This design comes from an exercise in tuning for small area on the open sky130 flow, not from production work. Only simulation tests tie the RTL to the original design; equivalence was not proved. No run shown here takes its clock network from TritonCTS; it comes from the design's own scripts or RTL. No driver is modelled on the clock port, so clock power and skew are understated where the tree is cut down; a real chip needs a root buffer or a tree. No activity file was given, so power comes from the tool's default toggle rates.

$ cat design/flow/flow/run.sh
#!/bin/bash
set -e
HERE=$(pwd)
rm -rf "$HERE/orfs_scripts"
cp -r "$FLOW_HOME/scripts" "$HERE/orfs_scripts"
cp "$HERE/flow/abc_area.script" "$HERE/orfs_scripts/abc_area.script"
export SCRIPTS_DIR=$HERE/orfs_scripts
export ADDER_MAP_FILE=
export PRE_CTS_TCL=$HERE/flow/cts_pre.tcl
export FLOW_CLK=clk
export FLOW_CTS_LEVELS=${FLOW_CTS_LEVELS:-4}
export FLOW_CTS_LEAF=${FLOW_CTS_LEAF:-sky130_fd_sc_hd__clkbuf_4}
export FLOW_CTS_ROOT=${FLOW_CTS_ROOT:-sky130_fd_sc_hd__clkbuf_8}
export BUFFER_PORTS_ARGS="-buffer_cell sky130_fd_sc_hd__buf_1"
bash standard.sh > standard.log 2>&1
$ cat design/flow/flow/abc_area.script
strash
&get -n
&deepsyn -T 20
&put
dch -f
amap
topo
$ cat design/flow/flow/cts_pre.tcl
# Sourced by ORFS's cts.tcl before clock_tree_synthesis (PRE_CTS_TCL).
# Replaces TritonCTS with a plain two-level tree: the clock port drives one
# root buffer, which drives one leaf buffer per group of flip-flops; the
# groups come from splitting the flip-flops at the median, alternately in x
# and y, so that they are of equal size and compact.

proc my_split { items depth axis } {
  if { $depth == 0 || [llength $items] < 2 } { return [list $items] }
  set idx [expr { $axis == 0 ? 1 : 2 }]
  set sorted [lsort -integer -index $idx $items]
  set half [expr { [llength $sorted] / 2 }]
  set a [lrange $sorted 0 [expr { $half - 1 }]]
  set b [lrange $sorted $half end]
  return [concat [my_split $a [expr { $depth - 1 }] [expr { 1 - $axis }]] \
                 [my_split $b [expr { $depth - 1 }] [expr { 1 - $axis }]]]
}

rename clock_tree_synthesis my_orig_clock_tree_synthesis
proc clock_tree_synthesis { args } {
  set levels $::env(FLOW_CTS_LEVELS)
  set leaf_cell $::env(FLOW_CTS_LEAF)
  set root_cell $::env(FLOW_CTS_ROOT)
  set db [ord::get_db]
  set block [ord::get_db_block]
  set clk_net [$block findNet $::env(FLOW_CLK)]
  set sinks {}
  foreach it [$clk_net getITerms] {
    set inst [$it getInst]
    set bb [$inst getBBox]
    set x [expr { ([$bb xMin] + [$bb xMax]) / 2 }]
    set y [expr { ([$bb yMin] + [$bb yMax]) / 2 }]
    lappend sinks [list $it $x $y]
  }
  puts "bench cts: [llength $sinks] sinks on [$clk_net getName]"
  set groups [my_split $sinks $levels 0]
  set root_net [odb::dbNet_create $block clknet_root]
  $root_net setSigType CLOCK
  set rx 0; set ry 0; set n 0
  set i 0
  foreach g $groups {
    set sx 0; set sy 0
    foreach s $g { incr sx [lindex $s 1]; incr sy [lindex $s 2] }
    set cx [expr { $sx / [llength $g] }]
    set cy [expr { $sy / [llength $g] }]
    set buf [odb::dbInst_create $block [$db findMaster $leaf_cell] clkbuf_leaf_$i]
    set net [odb::dbNet_create $block clknet_leaf_$i]
    $net setSigType CLOCK
    foreach s $g {
      set it [lindex $s 0]
      $it disconnect
      $it connect $net
    }
    [$buf findITerm X] connect $net
    [$buf findITerm A] connect $root_net
    $buf setLocation $cx $cy
    $buf setPlacementStatus PLACED
    puts "bench cts: leaf $i [llength $g] sinks at $cx $cy"
    incr rx $cx; incr ry $cy; incr n
    incr i
  }
  set root [odb::dbInst_create $block [$db findMaster $root_cell] clkbuf_root]
  [$root findITerm A] connect $clk_net
  [$root findITerm X] connect $root_net
  $root setLocation [expr { $rx / $n }] [expr { $ry / $n }]
  $root setPlacementStatus PLACED
  set_propagated_clock [all_clocks]
}
$ cat design/flow/standard.sh
#!/bin/bash
# synth_recipe.tcl (not shown) runs the flow's synth.tcl, then flattens the netlist and writes it again
# the make line also repeats each setting of config.mk as NAME=value (left out here)
make -C /OpenROAD-flow-scripts/flow DESIGN_CONFIG=/design/flow/config.mk WORK_HOME=/design/flow/orfs CLKGATE_MAP_FILE= SYNTH_SCRIPT=/design/flow/synth_recipe.tcl "${@:-finish}"
$ cat design/flow/config.mk
export PLATFORM = sky130hd
export DESIGN_NAME = ssd_top
export DESIGN_NICKNAME = ssd_top
export VERILOG_FILES = /design/flow/design.v
export SDC_FILE = /design/flow/constraint.sdc
export NUM_CORES = 4
export LEC_CHECK = 0
export ABC_AREA = 1
export CAP_MARGIN = 20
export CORE_MARGIN = 2
export CORE_UTILIZATION = 40
export PLACE_DENSITY = 0.6
export SLEW_MARGIN = 20
$ cat design/flow/constraint.sdc
create_clock -name core_clock -period 5.0 [get_ports {clk}]
set_input_delay 1.0000 -clock core_clock [delete_from_list [all_inputs] [get_ports {clk}]]
set_output_delay 1.0000 -clock core_clock [all_outputs]
set_load 0.01 [all_outputs]
$ cat design/flow/design.v
module debounce (
    input  logic clk,
    input  logic rst,
    input  logic button,
    output logic at_t
);
localparam logic [12:0] P = 13'd1302;
logic [12:0] count;
wire low_ones = &count[11:0];
assign at_t = low_ones & ~count[12];
always_ff @(posedge clk) begin
    if (rst || !button)
        count <= P;
    else
        count <= {count[11:0], ~(count[12] ^ count[5]) | low_ones};
end
endmodule
module single_pulse_detector (
    input  logic clk,
    input  logic rst,
    input  logic input_signal,
    output logic output_pulse
);
always_ff @(posedge clk) begin
    if (rst)
        output_pulse <= 1'b0;
    else
        output_pulse <= input_signal;
end
endmodule
module disp_ctrl (
    input  logic [4:0] disp_val,
    output logic [6:0] seg_out
);
always_comb begin
    case (disp_val)
        5'h10: seg_out = 7'b1110000;  
        5'h11: seg_out = 7'b0110011;  
        5'h12: seg_out = 7'b0110000;  
        5'h13: seg_out = 7'b1000111;  
        5'h14: seg_out = 7'b1111111;  
        5'h15: seg_out = 7'b1011011;  
        5'h16: seg_out = 7'b1101101;  
        5'h17: seg_out = 7'b1001111;  
        5'h18: seg_out = 7'b1110011;  
        5'h19: seg_out = 7'b1011111;  
        5'h1a: seg_out = 7'b1111001;  
        5'h1b: seg_out = 7'b0111101;  
        5'h1c: seg_out = 7'b1001110;  
        5'h1d: seg_out = 7'b0011111;  
        5'h1e: seg_out = 7'b1110111;  
        5'h1f: seg_out = 7'b1111110;  
        default: seg_out = 7'b0000000;
    endcase
end
endmodule
module decoder (
    input  logic       clk,
    input  logic       rst,
    input  logic [3:0] row,
    output logic [3:0] col,
    output logic [4:0] hold,    
    output logic       cap
);
localparam logic [5:0] P0  = 6'b111110;
logic [3:0]  cnt;
logic [3:0]  rbuf;
logic [95:0] cr;
logic        rmask;    
logic        a1, b1, a41, b41, rise_acc, rise;
logic [3:0]  idx1;
wire s0 = ~col[3];
wire s1 = ~col[2];
wire s2 = ~col[1];
wire s3 = ~col[0];
wire s4 = &col;
wire win = (s0 & cnt == 4'd15) | (s1 & cnt <= 4'd2) |
           (s2 & cnt >= 4'd3 & cnt <= 4'd6) | (s3 & cnt >= 4'd7 & cnt <= 4'd10) |
           (s4 & cnt >= 4'd11 & cnt <= 4'd14);
wire start   = s0 & (cnt == 4'd15);    
wire fr_end  = s4 & (cnt == 4'd15);    
wire       k_h   = win & rbuf[0];
wire [5:0] c_h   = cr[95:90];
wire       h_low = &c_h[4:0];
wire       h_sat = h_low & c_h[5];      
wire       h_z62 = h_low & ~c_h[5];     
wire       v1    = k_h & h_sat;
wire       v41   = k_h & (h_sat | h_z62);
wire       r_h   = k_h & h_z62;
wire       k_in  = rbuf[0] & ~rmask;
wire [5:0] c_new = k_in ? {c_h[4:0], ~(c_h[5] ^ c_h[4]) | h_low} : P0;
wire [5:0] c_in  = (win | rmask) ? c_new : c_h;
always_ff @(posedge clk) begin
    cr   <= {cr[89:0], c_in};
    rbuf <= (cnt == 4'd14) ? ~row : {rbuf[0], rbuf[3:1]};
    a1   <= (a1 & ~start) | v1;
    b1   <= (b1 & ~start) | (a1 & ~start & v1);
    a41  <= (a41 & ~start) | v41;
    b41  <= (b41 & ~start) | (a41 & ~start & v41);
    rise_acc <= (rise_acc & ~start) | r_h;
    if (v1 & (start | ~a1))
        idx1 <= cnt;
    if (fr_end)
        rise <= rise_acc & ~rmask;
end
always_ff @(posedge clk, posedge rst) begin
    if (rst)
        col <= 4'b1111;
    else if (cnt == 4'd15)
        col <= {~&col, col[3:1]};
end
always_ff @(posedge clk) begin
    if (rst) begin
        cnt     <= 4'd0;
        rmask   <= 1'b1;
        hold[4] <= 1'b0;
    end else begin
        cnt <= cnt + 4'd1;
        if (fr_end)
            rmask <= 1'b0;
        if ((fr_end & ~rmask & a1 & ~b1) | (s0 & a41 & ~b41 & h_sat))
            hold[4] <= 1'b1;
    end
end
always_ff @(posedge clk) begin
    if (fr_end & ~rmask & a1 & ~b1)
        hold[3:0] <= idx1;
    else if (s0 & a41 & ~b41 & h_sat)
        hold[3:0] <= cnt;
end
assign cap = rise & s2 & (cnt == 4'd11);
endmodule
module ssd_top
#(
    parameter clk_freq = 1_024_000,
    parameter stable_time = 5
)
(
    input logic clk,
    input logic [1:0] btn,
    input logic sw,
    output logic led,
    output logic [6:0] seg,
    output logic chip_sel,
    input logic [3:0] row,
    output logic [3:0] col
);
localparam max_delay = clk_freq*stable_time/1024;
logic rst;
logic c_sel;
logic [12:0] count_div;
logic [4:0] hold;
logic key_cap;
logic btn1_rise;
logic btn1_pulse;
logic [4:0] seg1_d;
logic [4:0] seg2_d;
logic sel_d;
logic sw_d;
logic btn_press_toggle;
decoder decoder_i (
    .clk(clk),
    .rst(rst),
    .row(row),
    .col(col),
    .hold(hold),
    .cap(key_cap)
);
debounce db_i (
    .clk(clk),
    .rst(rst),
    .button(btn[1]),
    .at_t(btn1_rise)
);
single_pulse_detector sp_i (
    .clk(clk),
    .rst(rst),
    .input_signal(btn1_rise),
    .output_pulse(btn1_pulse)
);
wire cd_wrap = (count_div == 13'd3344);  
always_ff @(posedge clk, posedge rst) begin
    if (rst)
        c_sel <= 1'b0;
    else if (sw == 0 ? btn1_pulse : cd_wrap)
        c_sel <= ~c_sel;
end
always_ff @(posedge clk) begin
    if (rst || (sw && cd_wrap))
        count_div <= 13'd0;
    else if (sw)
        count_div <= {count_div[11:0], ~(count_div[12] ^ count_div[5])};
end
always_ff @(posedge clk) begin
    if (rst) begin
        seg1_d[4] <= 1'b0;
        seg2_d[4] <= 1'b0;
    end else if (key_cap) begin
        if (sw_d == 0 || btn_press_toggle)
            seg1_d[4] <= hold[4];
        if (sw_d == 1)
            seg2_d[4] <= ~btn_press_toggle & hold[4];
    end
end
always_ff @(posedge clk) begin
    if (key_cap) begin
        if (sw_d == 0 || btn_press_toggle)
            seg1_d[3:0] <= hold[3:0];
        if (sw_d == 1 && !btn_press_toggle)
            seg2_d[3:0] <= hold[3:0];
    end
end
always_ff @(posedge clk) begin
    if (rst)
        btn_press_toggle <= 1'b1;
    else if (key_cap && sw_d)
        btn_press_toggle <= ~btn_press_toggle;
end
always_ff @(posedge clk) begin
    sel_d <= ~sw | c_sel;
    sw_d <= sw;
end
wire [4:0] shown = sel_d ? seg1_d : seg2_d;
disp_ctrl dc_i (
    .disp_val({shown[4] & ~rst, shown[3:0]}),
    .seg_out(seg)
);
assign rst = btn[0];
assign led = sw;
assign chip_sel = c_sel;
endmodule
==> reports/summary.txt, run 1 <==
================================================================================
Clk pin slew, worst setup/hold paths ..............................       100 ps
Vias in the first global route ....................................        2,453
Int Pwr ...........................................................      1.53 mW
Primary flip-flop cell chosen by synthesis mapping ................ sky130_fd_sc_hd__dfxtp_1
Share of synthesized registers carrying an async set or reset .....        3.03%
Dpl hpwl ..........................................................      4.30 mm
Tmin final ........................................................      3700 ps
Final-layout setup total negative slack ...........................         0 ps
Total nets after synthesis ........................................          361
Clock share of power ..............................................        26.7%
Register bit total from synthesis .................................          165
Total global routing track utilization ............................        10.6%
Number of library cell types mapped by synthesis ..................           36
Diode count .......................................................            0
Final hold slack ..................................................       328 ps
Final Util ........................................................        44.8%
Number of nets with antenna violations after detailed routing .....            0
Count of endpoints failing setup in the final report ..............            0
Synthesized instance count ........................................          353
WS Path Type ...................................................... input port to output port
DRT met1 WL .......................................................      2.96 mm
Starting density of the core ......................................        41.3%
Commonest non-fill, non-tap cells in the layout ................... sky130_fd_sc_hd__dfxtp_1 (143), sky130_fd_sc_hd__clkinv_1 (36), sky130_fd_sc_hd__nor2_1 (36)
Net count reported at finish ......................................          399
Crit share post-route .............................................        74.0%
Max FO, Critical Path .............................................           12
Max IR drop VDD ...................................................     0.220 mV
Final Cell Area ...................................................   4880 sq um
Average size of a mapped cell .....................................   12.7 sq um
Routed vias/inst ..................................................         4.71
Drc violations ....................................................            0
Leakage power summed over all cells ...............................      1.73 nW
Die Area .......................................................... 12,100 sq um
Horizontal die dimension ..........................................  110 microns
Initial antenna violation count ...................................            0
Core area ......................................................... 10,900 sq um
Clock latency reported for the late side of the worst-skew pair ...       410 ps
GP Congestion .....................................................        0.736
# Post-CTS Setup Buffers ..........................................            0
Worst setup slack after layout ....................................      1300 ps
Relative contribution of sequential cells to total power ..........        71.1%
Buffers added on ports ............................................           20
Synth top area cells .............................................. sky130_fd_sc_hd__dfxtp_1 (64%), sky130_fd_sc_hd__edfxtp_1 (11%), sky130_fd_sc_hd__clkinv_1 (3.0%)
Sw frac ...........................................................        19.7%
Clock Skew ........................................................      13.5 ps
Transition at the pin with the smallest max-transition slack ......       810 ps
Detailed-routed wire length on met3 ...............................  285 microns
Number of iterations in the first detailed-routing pass ...........            4
Combinational cell fraction of total power ........................         2.2%
Relative max-transition margin ....................................        45.9%
Ports .............................................................           21
Highest Signal Layer ..............................................         met4
Largest net degree at the start of global routing .................           17
P per Cell Area ...................................................  390 nW/um^2
Area of the mapped netlist ........................................   4500 sq um
Yosys Warn Count ..................................................            5
Routed wl met2 ....................................................      2.96 mm
Kind of launch point of the worst setup path ......................   input port
Top-area cell type share of the netlist area ......................        63.6%
Violation count after the first detailed-route iteration ..........          136
Fill cells ........................................................        1,017
Placed inst area ..................................................   4740 sq um
Final routed wire length divided by cell count .................... 12.0 microns
Vertical extent of the die ........................................  110 microns
Post-Place Setup Slack ............................................      1300 ps
CP Capture Type ...................................................  output port
Fraction of final layout cells with drive strength greater than 1 .        5.66%
Switching power ...................................................       376 uW
Via count .........................................................        2,490
Non-Filler Instances ..............................................          529
Part of the Yosys area used for sequential elements ...............        77.9%
Congestion Overflow GR ............................................            0
CTS Hold Buffers Added ............................................            0
Highest clock frequency the design can meet .......................      270 MHz
First-pass GRT wire length ........................................      10.7 mm
Final routed wirelength across all metal layers ...................      6.35 mm
Number of placed cells counting well taps .........................          512
Final number of max-transition violations .........................            0
Number of flops mapped to enable cells by yosys ...................           17
Post-cts gate resize count ........................................            0
Path category of the worst min-delay check ........................ register to register
Total design power ................................................      1.90 mW
Yosys top cell by area ............................................ sky130_fd_sc_hd__dfxtp_1
Total count of hold-check failures in the final report ............            0
Most common library cell in the layout ignoring fill and taps ..... sky130_fd_sc_hd__dfxtp_1
Unrepaired setup endpoints after global routing ...................        false
Area grow syn2layout ..............................................        8.54%
Outcome ...........................................................  no timing/DRC/antenna violations
Data arrival at the endpoint of the critical path .................      2700 ps
Critical path required time .......................................      4000 ps
Standard-cell row count ...........................................           38
Number of violations of the max-capacitance limit .................            0
================================================================================
## power by group through the flow
stage,Clock [mW],Sequential [mW],Combinational [mW]
after floorplan,0,1.38,0.0288
after global placement,0,1.38,0.0398
after detailed placement,0,1.38,0.0413
after CTS,0.541,1.35,0.0415
after global routing,0.587,1.36,0.0470
final,0.509,1.35,0.0413
## cell usage after synthesis (all sizes together), types with 2 or more instances
cell type and n:
dfxtp 143, clkinv 36, nor2 36, o22ai 21
edfxtp 17, nand2 11, o21ai 9, or2 9
a21oi 8, nor2b 8, nor3 7, o22a 7
nand4 6, dfstp 4, nand3 3, o21a 3
a22oi 2, a311oi 2, nand2b 2, nand3b 2
or3 2
## flip-flops by register name, summed over array words and instances, names as in the netlist, 4 cells and up
name	count
decoder_i.rbuf	4
decoder_i.cnt	4
db_i.count	13
decoder_i.col	4
decoder_i.hold	5
seg1_d	5
decoder_i.cr	96
seg2_d	5
count_div	13
decoder_i.idx1	4
## routing by layer
metal	vias up	global-route usage, %
met5	-	0
met4	0	2.80
met3	16	1.65
met2	40	18.8
met1	1157	13.5
li1	1277	-
## critical path, stage by stage
cell                       delay [ps]
sky130_fd_sc_hd__buf_1            440
sky130_fd_sc_hd__clkinv_1         450
sky130_fd_sc_hd__o221ai_1         340
sky130_fd_sc_hd__o22a_1           270
sky130_fd_sc_hd__nor3_1            60
sky130_fd_sc_hd__buf_1            130
## final timing paths
path                       slack [ps]  depth (start not counted)           endpoint        startpoint
hold reg to reg                   330                          0   decoder_i.cr[13]   decoder_i.cr[7]
setup reg to reg                 1890                         12  decoder_i.idx1[0]  decoder_i.cnt[0]
max in group asynchronous        4000                          2   decoder_i.col[3]            btn[0]
min in group asynchronous         750                          2              c_sel            btn[0]
hold / removal                    330                          0   decoder_i.cr[13]   decoder_i.cr[7]
setup / recovery                 1300                          6             seg[0]            btn[0]
## kinds of logic after synthesis
logic type / share of synthesized area [%]
simple gates: 9.79
flops: 77.9
buf+inv: 3.17
compound gates: 9.15
## final cells by class
type / count / area, sq um / share of cell area, %
Multi-Input combinational cell: 151 / 860 / 17.6
Inverter: 36 / 135 / 2.77
Sequential cell: 165 / 3500 / 71.8
Timing Repair Buffer: 20 / 75.1 / 1.54
Buffer: 17 / 134 / 2.74
Tap cell: 140 / 175 / 3.59
==> run 2: changes to the inputs <==
--- a/design/flow/flow/run.sh
+++ b/design/flow/flow/run.sh
@@ -10,5 +10,5 @@
 export FLOW_CLK=clk
-export FLOW_CTS_LEVELS=${FLOW_CTS_LEVELS:-4}
+export FLOW_CTS_GROUPS=${FLOW_CTS_GROUPS:-15}
 export FLOW_CTS_LEAF=${FLOW_CTS_LEAF:-sky130_fd_sc_hd__clkbuf_4}
-export FLOW_CTS_ROOT=${FLOW_CTS_ROOT:-sky130_fd_sc_hd__clkbuf_8}
+export FLOW_CTS_ROOT=${FLOW_CTS_ROOT:-sky130_fd_sc_hd__clkbuf_4}
 export BUFFER_PORTS_ARGS="-buffer_cell sky130_fd_sc_hd__buf_1"
--- a/design/flow/flow/cts_pre.tcl
+++ b/design/flow/flow/cts_pre.tcl
@@ -2,15 +2,17 @@
 # Replaces TritonCTS with a plain two-level tree: the clock port drives one
-# root buffer, which drives one leaf buffer per group of flip-flops; the
-# groups come from splitting the flip-flops at the median, alternately in x
-# and y, so that they are of equal size and compact.
+# root buffer, which drives one leaf buffer per group of flip-flops. The
+# groups come from splitting the flip-flops at a quantile, alternately in x
+# and y, into FLOW_CTS_GROUPS compact groups of (nearly) equal size.
 
-proc my_split { items depth axis } {
-  if { $depth == 0 || [llength $items] < 2 } { return [list $items] }
+proc my_split { items n axis } {
+  if { $n <= 1 || [llength $items] < 2 } { return [list $items] }
   set idx [expr { $axis == 0 ? 1 : 2 }]
   set sorted [lsort -integer -index $idx $items]
-  set half [expr { [llength $sorted] / 2 }]
-  set a [lrange $sorted 0 [expr { $half - 1 }]]
-  set b [lrange $sorted $half end]
-  return [concat [my_split $a [expr { $depth - 1 }] [expr { 1 - $axis }]] \
-                 [my_split $b [expr { $depth - 1 }] [expr { 1 - $axis }]]]
+  set na [expr { $n / 2 }]
+  set nb [expr { $n - $na }]
+  set cut [expr { ([llength $sorted] * $na + $n / 2) / $n }]
+  set a [lrange $sorted 0 [expr { $cut - 1 }]]
+  set b [lrange $sorted $cut end]
+  return [concat [my_split $a $na [expr { 1 - $axis }]] \
+                 [my_split $b $nb [expr { 1 - $axis }]]]
 }
@@ -19,3 +21,3 @@
 proc clock_tree_synthesis { args } {
-  set levels $::env(FLOW_CTS_LEVELS)
+  set ngroups $::env(FLOW_CTS_GROUPS)
   set leaf_cell $::env(FLOW_CTS_LEAF)
@@ -34,3 +36,7 @@
   puts "bench cts: [llength $sinks] sinks on [$clk_net getName]"
-  set groups [my_split $sinks $levels 0]
+  # split the longer side of the sink region first
+  set xs [lsort -integer [lmap s $sinks { lindex $s 1 }]]
+  set ys [lsort -integer [lmap s $sinks { lindex $s 2 }]]
+  set axis [expr { ([lindex $xs end] - [lindex $xs 0]) >= ([lindex $ys end] - [lindex $ys 0]) ? 0 : 1 }]
+  set groups [my_split $sinks $ngroups $axis]
   set root_net [odb::dbNet_create $block clknet_root]
==> run 2 against run 1 <==
Compared with the run above: still clean; hold slack better by 1.1 ps; largest power group unchanged; critical endpoint unchanged; clock skew hardly changed; combinational power is essentially flat; clock power shrank 4%; largest cell class unchanged; first-iteration DRC count fell by 4.4%; sequential power about the same.
==> reports/summary.txt, run 2 <==
================================================================================
Commonest cells in the synthesized netlist ........................ sky130_fd_sc_hd__dfxtp_1 (143), sky130_fd_sc_hd__clkinv_1 (36), sky130_fd_sc_hd__nor2_1 (36)
Total nets after synthesis ........................................          361
Starting density of the core ......................................        41.3%
First-pass GRT wire length ........................................      10.7 mm
Transition at the pin with the smallest max-transition slack ......       805 ps
Fill cells ........................................................        1,017
Synth top area cells .............................................. sky130_fd_sc_hd__dfxtp_1 (64%), sky130_fd_sc_hd__edfxtp_1 (11%), sky130_fd_sc_hd__clkinv_1 (3.0%)
Max reg flops .....................................................           96
Max FO, Critical Path .............................................            6
Path category of the worst min-delay check ........................ register to register
Vias in the first global route ....................................        2,458
Synthesized instance count ........................................          353
Diode count .......................................................            0
GP Congestion .....................................................        0.736
Post-Place Setup Slack ............................................      1300 ps
Violation count after the first detailed-route iteration ..........          130
Number of iterations in the first detailed-routing pass ...........            4
Tmin final ........................................................      3770 ps
Final number of max-transition violations .........................            0
CTS Hold Buffers Added ............................................            0
Data arrival at the endpoint of the critical path .................      2770 ps
Crit share post-route .............................................        75.4%
Vertical extent of the die ........................................  110 microns
Initial antenna violation count ...................................            0
Yosys Warn Count ..................................................            5
Final hold slack ..................................................       329 ps
Number of library cell types mapped by synthesis ..................           36
Congestion Overflow GR ............................................            0
Final-layout setup total negative slack ...........................         0 ps
Net count reported at finish ......................................          398
Worst setup slack after layout ....................................      1230 ps
Total count of hold-check failures in the final report ............            0
Share of synthesized registers carrying an async set or reset .....        3.03%
Count of endpoints failing setup in the final report ..............            0
Fraction of final layout cells with drive strength greater than 1 .        5.41%
Top-area cell type share of the netlist area ......................        63.6%
WS Path Type ...................................................... register to output port
Highest clock frequency the design can meet .......................      265 MHz
Number of violations of the max-capacitance limit .................            0
Number of nets with antenna violations after detailed routing .....            0
Ports .............................................................           21
Clk pin slew, worst setup/hold paths ..............................       100 ps
Total area of sequential cells ....................................   3500 sq um
Most common library cell in the layout ignoring fill and taps ..... sky130_fd_sc_hd__dfxtp_1
Outcome ...........................................................  no timing/DRC/antenna violations
Horizontal die dimension ..........................................  110 microns
Leakage power summed over all cells ...............................      1.72 nW
P per Cell Area ...................................................  387 nW/um^2
Unrepaired setup endpoints after global routing ...................        false
Area grow syn2layout ..............................................        8.23%
Routed vias/inst ..................................................         4.69
Primary flip-flop cell chosen by synthesis mapping ................ sky130_fd_sc_hd__dfxtp_1
Commonest non-fill, non-tap cells in the layout ................... sky130_fd_sc_hd__dfxtp_1 (143), sky130_fd_sc_hd__clkinv_1 (36), sky130_fd_sc_hd__nor2_1 (36)
Clock latency reported for the late side of the worst-skew pair ...       520 ps
Standard-cell row count ...........................................           38
Final routed wire length divided by cell count .................... 12.0 microns
Register bit total from synthesis .................................          165
# Post-CTS Setup Buffers ..........................................            0
Critical path required time .......................................      4000 ps
Total global routing track utilization ............................        10.6%
Area of the mapped netlist ........................................   4500 sq um
Cell with the most instances after synthesis ...................... sky130_fd_sc_hd__dfxtp_1
Drc violations ....................................................            0
Area of the multi-input gates .....................................    860 sq um
Number of flops mapped to enable cells by yosys ...................           17
Yosys top cell by area ............................................ sky130_fd_sc_hd__dfxtp_1
Via count .........................................................        2,474
Buffers added on ports ............................................           20
Post-cts gate resize count ........................................            0
Max IR drop VDD ...................................................     0.249 mV
Core area ......................................................... 10,900 sq um
Register with the highest flop count .............................. decoder_i.cr
CP Capture Type ...................................................  output port
Dpl hpwl ..........................................................      4.30 mm
Kind of launch point of the worst setup path ......................     register
Relative max-transition margin ....................................        46.2%
Part of the Yosys area used for sequential elements ...............        77.9%
Largest net degree at the start of global routing .................           16
Largest registers in the final layout ............................. decoder_i.cr x96, count_div x13, db_i.count x13
Clock Skew ........................................................      13.8 ps
Die Area .......................................................... 12,100 sq um
Final routed wirelength across all metal layers ...................      6.35 mm
Average size of a mapped cell .....................................   12.7 sq um
================================================================================
run 2: cell counts after synthesis:
Identical to the previous run, type by type.
run 2: worst max-delay path, stage by stage (launching register included):
cell	delay (ps)
sky130_fd_sc_hd__dfxtp_1	450
sky130_fd_sc_hd__clkinv_1	190
sky130_fd_sc_hd__o22ai_1	410
sky130_fd_sc_hd__clkinv_1	210
sky130_fd_sc_hd__nor2_1	270
sky130_fd_sc_hd__nand2_1	130
sky130_fd_sc_hd__o211ai_1	130
sky130_fd_sc_hd__nor2_1	80
sky130_fd_sc_hd__nor3_1	200
sky130_fd_sc_hd__buf_1	180
run 2: where the power goes:
group | switching (mW) | internal (mW) | total, mW
combinational | 0.0262 | 0.0150 | 0.0413
clock | 0.344 | 0.147 | 0.491
sequential | 0.00775 | 1.35 | 1.35
run 2: cell type report:
class | count | area share, %
flip-flops and latches | 165 | 72.0
repair buffers | 20 | 1.54
inverters | 36 | 2.78
multi-input cells | 151 | 17.7
plain buffers | 16 | 2.47
well taps | 140 | 3.60
run 2: per-stage QoR:
step           utilization, %  cells  total power [mW]  area [sq um]
3_5_place_dp             43.5    512              1.43          4740
3_3_place_gp             43.5    512              1.42          4740
2_1_floorplan               -    353              1.41          4500
5_1_grt                  44.7    528              1.97          4870
4_1_cts                  44.6    528              1.91          4860
6_report                 44.7    528              1.89          4870
run 2: worst paths after layout:
kind | start | to | slack (ps) | cells past startpoint
worst max register to register | decoder_i.cnt[0] | decoder_i.idx1[1] | 1870 | 12
max in group asynchronous | btn[0] | decoder_i.col[3] | 4110 | 2
worst min register to register | decoder_i.cr[1] | decoder_i.cr[7] | 330 | 0
worst min-delay path | decoder_i.cr[1] | decoder_i.cr[7] | 330 | 0
min in group asynchronous | btn[0] | c_sel | 640 | 2
worst max-delay path | sel_d | seg[0] | 1230 | 9
run 2: cells by family (layout without fill, tap and decap cells):
group | Yosys count | after routing | share of synthesized area [%]
flip-flops | 165 | 165 | 77.9
AND/OR/NAND/NOR | 90 | 90 | 9.79
AO/OA/AOI/OAI | 61 | 61 | 9.15
buffers and inverters | 37 | 72 | 3.17
run 2: metal layers:
layer | up-vias | track usage (%) | share of wire, %
met5 | - | 0 | 0
met4 | 0 | 2.98 | 2.7
met3 | 16 | 1.65 | 3.6
met2 | 32 | 18.9 | 46
met1 | 1151 | 13.4 | 47
li1 | 1275 | - | -
==> run 3: changes to the inputs <==
--- a/design/flow/design.v
+++ b/design/flow/design.v
@@ -23,3 +23,3 @@
 );
-always_ff @(posedge clk) begin
+always_ff @(posedge clk, posedge rst) begin
     if (rst)
@@ -111,3 +111,3 @@
 end
-always_ff @(posedge clk) begin
+always_ff @(posedge clk, posedge rst) begin
     if (rst) begin
@@ -193,3 +193,3 @@
 end
-always_ff @(posedge clk) begin
+always_ff @(posedge clk, posedge rst) begin
     if (rst) begin
@@ -212,3 +212,3 @@
 end
-always_ff @(posedge clk) begin
+always_ff @(posedge clk, posedge rst) begin
     if (rst)
@@ -224,3 +224,3 @@
 disp_ctrl dc_i (
-    .disp_val({shown[4] & ~rst, shown[3:0]}),
+    .disp_val(shown),
     .seg_out(seg)
==> run 3 against run 2 <==
Compared with the run above: final area grew 0.77%; hold slack lost 4.5 ps; flip-flop and latch count is the same; via count shrank 1.4%; clock skew is essentially flat.
==> reports/summary.txt, run 3 <==
================================================================================
Cell with the most instances after synthesis ...................... sky130_fd_sc_hd__dfxtp_1
Crit path buffers/inverters .......................................            3
Number of nets with antenna violations after detailed routing .....            0
Combinational family with the most area after synthesis ........... simple AND/OR/NAND/NOR gates
Drc violations ....................................................            0
First-pass GRT wire length ........................................      11.1 mm
Routed vias/inst ..................................................         4.62
Total design power ................................................      1.93 mW
Register with the highest flop count .............................. decoder_i.cr
Core area ......................................................... 10,900 sq um
Diode count .......................................................            0
Standard-cell row count ...........................................           38
Clock Skew ........................................................      13.4 ps
Violation count after the first detailed-route iteration ..........          153
# Post-CTS Setup Buffers ..........................................            0
Adder-cell share of the synthesized area ..........................           0%
Total nets after synthesis ........................................          361
Leakage power summed over all cells ...............................      1.82 nW
Total global routing track utilization ............................        10.3%
Most common library cell in the layout ignoring fill and taps ..... sky130_fd_sc_hd__dfxtp_1
Via count .........................................................        2,439
Net count reported at finish ......................................          398
Highest clock frequency the design can meet .......................      288 MHz
Max reg flops .....................................................           96
Number of library cell types mapped by synthesis ..................           28
Tmin final ........................................................      3470 ps
Die Area .......................................................... 12,200 sq um
Cell family contributing the most delay on the critical path ...... simple AND/OR/NAND/NOR gates
Critical path required time .......................................      4000 ps
Mux contribution to synthesized area ..............................           0%
Congestion Overflow GR ............................................            0
Most common cell type on the critical path ........................ sky130_fd_sc_hd__nor2_1
Worst R2R Setup Slack .............................................      1550 ps
Number of flops mapped to enable cells by yosys ...................           17
Average size of a mapped cell .....................................   12.8 sq um
Clk pin slew, worst setup/hold paths ..............................       110 ps
Max IR drop VDD ...................................................     0.211 mV
WS Path Type ...................................................... register to output port
Synthesized instance count ........................................          353
Transition at the pin with the smallest max-transition slack ......       956 ps
Final routed wirelength across all metal layers ...................      6.23 mm
Area grow syn2layout ..............................................        8.17%
Xor/xnor cell area share of the yosys netlist .....................           0%
Dpl hpwl ..........................................................      4.13 mm
Initial antenna violation count ...................................            0
Buffers added on ports ............................................           20
Vertical extent of the die ........................................  110 microns
Commonest cells in the synthesized netlist ........................ sky130_fd_sc_hd__dfxtp_1 (133), sky130_fd_sc_hd__nor2_1 (38), sky130_fd_sc_hd__clkinv_1 (37)
Relative max-transition margin ....................................        35.8%
Number of iterations in the first detailed-routing pass ...........            4
Number of violations of the max-capacitance limit .................            0
CTS Hold Buffers Added ............................................            0
Final number of max-transition violations .........................            0
Total count of hold-check failures in the final report ............            0
Final-layout setup total negative slack ...........................         0 ps
Share of synthesized registers carrying an async set or reset .....        9.09%
CP Capture Type ...................................................  output port
Largest registers in the final layout ............................. decoder_i.cr x96, count_div x13, db_i.count x13
Commonest non-fill, non-tap cells in the layout ................... sky130_fd_sc_hd__dfxtp_1 (133), sky130_fd_sc_hd__nor2_1 (38), sky130_fd_sc_hd__clkinv_1 (37)
Register bit total from synthesis .................................          165
Fraction of final layout cells with drive strength greater than 1 .        5.93%
Vias in the first global route ....................................        2,405
Final routed wire length divided by cell count .................... 11.8 microns
Worst path cell trace ............................................. clkinv_1 > o22ai_1 > clkinv_1 > or2_0 > nor2_1 > nor2_1 > nor2_1 > nor4_1 > nor2_1 > buf_1
Ports .............................................................           21
Primary flip-flop cell chosen by synthesis mapping ................ sky130_fd_sc_hd__dfxtp_1
Largest net degree at the start of global routing .................           17
Data arrival at the endpoint of the critical path .................      2470 ps
Max FO, Critical Path .............................................            6
Simple-gate portion of the synthesized area .......................        9.82%
GP Congestion .....................................................        0.840
Starting density of the core ......................................        41.5%
Crit share post-route .............................................        69.4%
Yosys Warn Count ..................................................            5
Post-cts gate resize count ........................................            0
Max stage delay on crit path ......................................       440 ps
Top-area cell type share of the netlist area ......................        58.7%
Outcome ...........................................................  no timing/DRC/antenna violations
Clock latency reported for the late side of the worst-skew pair ...       520 ps
Area of the mapped netlist ........................................   4540 sq um
Number of placed cells counting well taps .........................          512
Part of the Yosys area used for sequential elements ...............        78.4%
Non-Filler Instances ..............................................          528
Unrepaired setup endpoints after global routing ...................        false
P per Cell Area ...................................................  393 nW/um^2
Count of endpoints failing setup in the final report ..............            0
Synth top area cells .............................................. sky130_fd_sc_hd__dfxtp_1 (59%), sky130_fd_sc_hd__edfxtp_1 (11%), sky130_fd_sc_hd__dfrtp_1 (5.0%)
Yosys top cell by area ............................................ sky130_fd_sc_hd__dfxtp_1
Compound-Gate Fraction of Synth Area ..............................        8.55%
Horizontal die dimension ..........................................  110 microns
Kind of launch point of the worst setup path ......................     register
Path category of the worst min-delay check ........................ register to register
Slowest CP cell ................................................... sky130_fd_sc_hd__dfxtp_1
================================================================================
[run 3: per-stage QoR]
step	hold slack (ps)	worst slack (ps)	util, %	cell area, sq um
5_1_grt	331	1080	44.9	4910
3_5_place_dp	312	1610	43.7	4780
3_3_place_gp	310	1770	43.7	4780
6_report	324	1530	44.9	4910
2_1_floorplan	310	2090	-	4540
4_1_cts	331	1480	44.8	4900
[run 3: area by class of cell]
| type | count | area, sq um |
|---|---|---|
| plain buffers | 16 | 120 |
| fillers | 1047 | 6030 |
| inverters | 37 | 139 |
| well taps | 140 | 175 |
| multi-input cells | 150 | 841 |
| repair buffers | 20 | 75.1 |
| flip-flops and latches | 165 | 3560 |
[run 3: routing by layer]
layer	GRT usage (%)	vias to the layer above	share of wire [%]
li1	-	1265	-
met1	15.4	1120	52
met2	15.6	37	41
met3	1.87	17	4.0
met4	2.75	0	2.7
met5	0	-	0
[run 3: where the power goes]
group / internal [mW] / switching, mW / leakage (nW)
Clock: 0.147 / 0.347 / 0.0736
Sequential: 1.38 / 0.0144 / 1.43
Combinational: 0.0175 / 0.0268 / 0.315
[run 3: worst paths after layout]
path | start | to | depth (start not counted)
worst max register to register | decoder_i.cnt[1] | decoder_i.idx1[1] | 12
worst max-delay path | sel_d | seg[5] | 10
min in group asynchronous | btn[0] | c_sel | 2
worst min register to register | decoder_i.cr[68] | decoder_i.cr[74] | 0
max in group asynchronous | btn[0] | decoder_i.col[2] | 2
worst min-delay path | decoder_i.cr[68] | decoder_i.cr[74] | 0
[run 3: cells by family (layout without fill, tap and decap cells)]
group / Yosys count / count (layout)
AND/OR/NAND/NOR: 92 / 92
flip-flops: 165 / 165
AO/OA/AOI/OAI: 58 / 58
buffers and inverters: 38 / 73
==> run 4: changes to the inputs <==
--- a/design/flow/design.v
+++ b/design/flow/design.v
@@ -10,4 +10,6 @@
 assign at_t = low_ones & ~count[12];
-always_ff @(posedge clk) begin
-    if (rst || !button)
+always_ff @(posedge clk, posedge rst) begin
+    if (rst)
+        count <= P;
+    else if (!button)
         count <= P;
@@ -187,4 +189,6 @@
 end
-always_ff @(posedge clk) begin
-    if (rst || (sw && cd_wrap))
+always_ff @(posedge clk, posedge rst) begin
+    if (rst)
+        count_div <= 13'd0;
+    else if (sw && cd_wrap)
         count_div <= 13'd0;
==> run 4 against run 3 <==
Compared with the run above: first-iteration DRC count up 35%; core utilization down 0.58 points; critical path type unchanged; largest cell class unchanged; final cell count unchanged; still clean; combinational power up 61%; power up 3.6%; hold slack better by 1.1 ps; via count up 0.29%; flip-flop and latch count unchanged; synthesized cell count down 1.4%; sequential share of layout area up 0.85 points; setup slack worse by 170 ps.
==> reports/summary.txt, run 4 <==
================================================================================
Congestion Overflow GR ............................................            0
Placed inst area ..................................................   4910 sq um
Drc violations ....................................................            0
Highest clock frequency the design can meet .......................      275 MHz
Outcome ...........................................................  no timing/DRC/antenna violations
Starting density of the core ......................................        40.9%
Synthesized instance count ........................................          348
Relative max-transition margin ....................................        31.8%
Dpl hpwl ..........................................................      4.30 mm
Area of the mapped netlist ........................................   4650 sq um
Register with the highest flop count .............................. decoder_i.cr
Total count of hold-check failures in the final report ............            0
Final routed wire length divided by cell count .................... 12.6 microns
Number of violations of the max-capacitance limit .................            0
# Post-CTS Setup Buffers ..........................................            0
Most common cell type on the critical path ........................ sky130_fd_sc_hd__nor2_1
Initial antenna violation count ...................................            0
Synth top area cells .............................................. sky130_fd_sc_hd__dfxtp_1 (46%), sky130_fd_sc_hd__dfrtp_1 (16%), sky130_fd_sc_hd__edfxtp_1 (11%)
Vertical extent of the die ........................................  112 microns
Post-cts gate resize count ........................................            0
Core area ......................................................... 11,400 sq um
Top-area cell type share of the netlist area ......................        46.0%
Largest net degree at the start of global routing .................           42
Commonest cells in the synthesized netlist ........................ sky130_fd_sc_hd__dfxtp_1 (107), sky130_fd_sc_hd__nor2_1 (41), sky130_fd_sc_hd__clkinv_1 (32)
Diode count .......................................................            0
Clk pin slew, worst setup/hold paths ..............................       120 ps
Cell with the most instances after synthesis ...................... sky130_fd_sc_hd__dfxtp_1
Area of the multi-input gates .....................................    833 sq um
Buffers added on ports ............................................           20
Number of library cell types mapped by synthesis ..................           30
Leakage power summed over all cells ...............................      1.91 nW
Routed vias/inst ..................................................         4.63
CTS Hold Buffers Added ............................................            0
Standard-cell row count ...........................................           39
Clock latency reported for the late side of the worst-skew pair ...       530 ps
Share of synthesized registers carrying an async set or reset .....        24.8%
Total design power ................................................      2.00 mW
GP Congestion .....................................................        0.871
Worst path cell trace ............................................. clkinv_1 > o22ai_1 > nor2_1 > o21ai_0 > nor2_1 > a2111oi_0 > buf_1
WS Path Type ...................................................... register to output port
CP Capture Type ...................................................  output port
Max reg flops .....................................................           96
Via count .........................................................        2,446
Final number of max-transition violations .........................            0
Violation count after the first detailed-route iteration ..........          206
Data arrival at the endpoint of the critical path .................      2640 ps
Part of the Yosys area used for sequential elements ...............        79.3%
Max FO, Critical Path .............................................            6
Clock Skew ........................................................      14.9 ps
Tmin final ........................................................      3640 ps
Critical path required time .......................................      4000 ps
Average size of a mapped cell .....................................   13.4 sq um
Yosys top cell by area ............................................ sky130_fd_sc_hd__dfxtp_1
Final routed wirelength across all metal layers ...................      6.64 mm
Unrepaired setup endpoints after global routing ...................        false
Number of nets with antenna violations after detailed routing .....            0
Number of flops mapped to enable cells by yosys ...................           17
Final Cell Area ...................................................   5030 sq um
Vias in the first global route ....................................        2,483
Net count reported at finish ......................................          395
Path category of the worst min-delay check ........................ register to register
Total global routing track utilization ............................        10.7%
Slowest CP cell ................................................... sky130_fd_sc_hd__dfxtp_1
Fraction of final layout cells with drive strength greater than 1 .        7.53%
Crit path buffers/inverters .......................................            2
Horizontal die dimension ..........................................  112 microns
Fill cells ........................................................        1,044
Primary flip-flop cell chosen by synthesis mapping ................ sky130_fd_sc_hd__dfxtp_1
Yosys Warn Count ..................................................            5
Max IR drop VDD ...................................................     0.238 mV
Worst R2R Setup Slack .............................................      2070 ps
Count of endpoints failing setup in the final report ..............            0
Total area of sequential cells ....................................   3690 sq um
Final-layout setup total negative slack ...........................         0 ps
Kind of launch point of the worst setup path ......................     register
Die Area .......................................................... 12,500 sq um
Register bit total from synthesis .................................          165
Most common library cell in the layout ignoring fill and taps ..... sky130_fd_sc_hd__dfxtp_1
Ports .............................................................           21
Largest registers in the final layout ............................. decoder_i.cr x96, count_div x13, db_i.count x13
Max stage delay on crit path ......................................       440 ps
Transition at the pin with the smallest max-transition slack ......      1010 ps
Total nets after synthesis ........................................          356
Number of iterations in the first detailed-routing pass ...........            4
First-pass GRT wire length ........................................      11.6 mm
Crit share post-route .............................................        72.8%
P per Cell Area ...................................................  397 nW/um^2
Area grow syn2layout ..............................................        8.20%
Commonest non-fill, non-tap cells in the layout ................... sky130_fd_sc_hd__dfxtp_1 (107), sky130_fd_sc_hd__nor2_1 (41), sky130_fd_sc_hd__clkinv_1 (32)
Cell family contributing the most delay on the critical path ...... compound AO/OA/AOI/OAI gates
================================================================================
## run 4: cell type report
| class | count | area share [%] |
|---|---|---|
| buffer | 16 | 2.39 |
| inverter | 32 | 2.39 |
| multi-input combinational | 150 | 16.6 |
| sequential | 165 | 73.3 |
| tap | 143 | 3.55 |
| timing repair buffer | 22 | 1.79 |
## run 4: cells by family after synthesis
| logic type | synth area share [%] |
|---|---|
| flops | 79.3 |
| simple gates | 9.33 |
| compound gates | 8.58 |
| buf+inv | 2.74 |
## run 4: report_power, final
group          leakage, nW  switching (mW)  total (mW)  internal, mW
registers             1.51          0.0271        1.43          1.40
clock network       0.0736           0.354       0.501         0.147
logic                0.331          0.0399      0.0714        0.0316
total                 1.91           0.421        2.00          1.58
## run 4: worst paths after layout
kind,from,end,cells after the start
worst max-delay path,sel_d,seg[6],7
worst min-delay path,decoder_i.cr[65],decoder_i.cr[71],0
worst max register to register,decoder_i.cnt[0],decoder_i.idx1[0],12
worst min register to register,decoder_i.cr[65],decoder_i.cr[71],0
max in group asynchronous,btn[0],btn_press_toggle,3
min in group asynchronous,btn[0],count_div[2],3
## run 4: per-stage QoR
| stage | utilization (%) | setup WS (ps) | cells | hold slack (ps) |
|---|---|---|---|---|
| after floorplan | - | 2170 | 348 | 310 |
| after global placement | 43.2 | 2140 | 512 | 310 |
| after detailed placement | 43.2 | 1960 | 512 | 312 |
| after CTS | 44.3 | 1360 | 528 | 332 |
| after global routing | 44.3 | 1030 | 528 | 331 |
| final | 44.3 | 1360 | 528 | 325 |
## run 4: routing by layer
layer / share of wire, % / global-route usage (%)
met5: 0 / 0
met4: 2.1 / 2.06
met2: 42 / 17.1
met3: 5.1 / 2.01
met1: 51 / 15.6

## port drivers added, routing unchanged
The flow's constraints put no driver on any port. The routed layouts listed below were extracted and timed again, unchanged, in two steps.
Step 1 sets driving cells, clkbuf_16 on the clock port and buf_2 on the other inputs (assumed; they add their load-dependent delay and slew).
Step 2, shift: input delay + t, output delay - t, t = (earliest + latest rising clock arrival at the registers) / 2. This alone moves slack from input paths to output paths.
a / b / c = ideal / step 1 / step 2; a / b = the first two.
run	t, ns	setup WS [ns]	hold WS [ns]	worst setup path after step 2	worst register clock-pin slew, ns
run 1	0.437	1.301 / 1.278 / 1.278	0.328 / 0.328 / 0.328	input to output	0.11 / 0.11
run 2	0.540	1.228 / 1.199 / 1.284	0.329 / 0.329 / 0.329	input to output	0.11 / 0.11
run 3	0.540	1.530 / 1.503 / 1.547	0.324 / 0.324 / 0.324	register to register	0.11 / 0.11
run 4	0.554	1.359 / 1.330 / 1.884	0.325 / 0.325 / 0.325	register to output	0.12 / 0.12
After both steps every run listed still meets setup and hold. The setup slack of run 1, which loses most, moves by -0.023 ns with the drivers and by -0.023 ns with both steps.
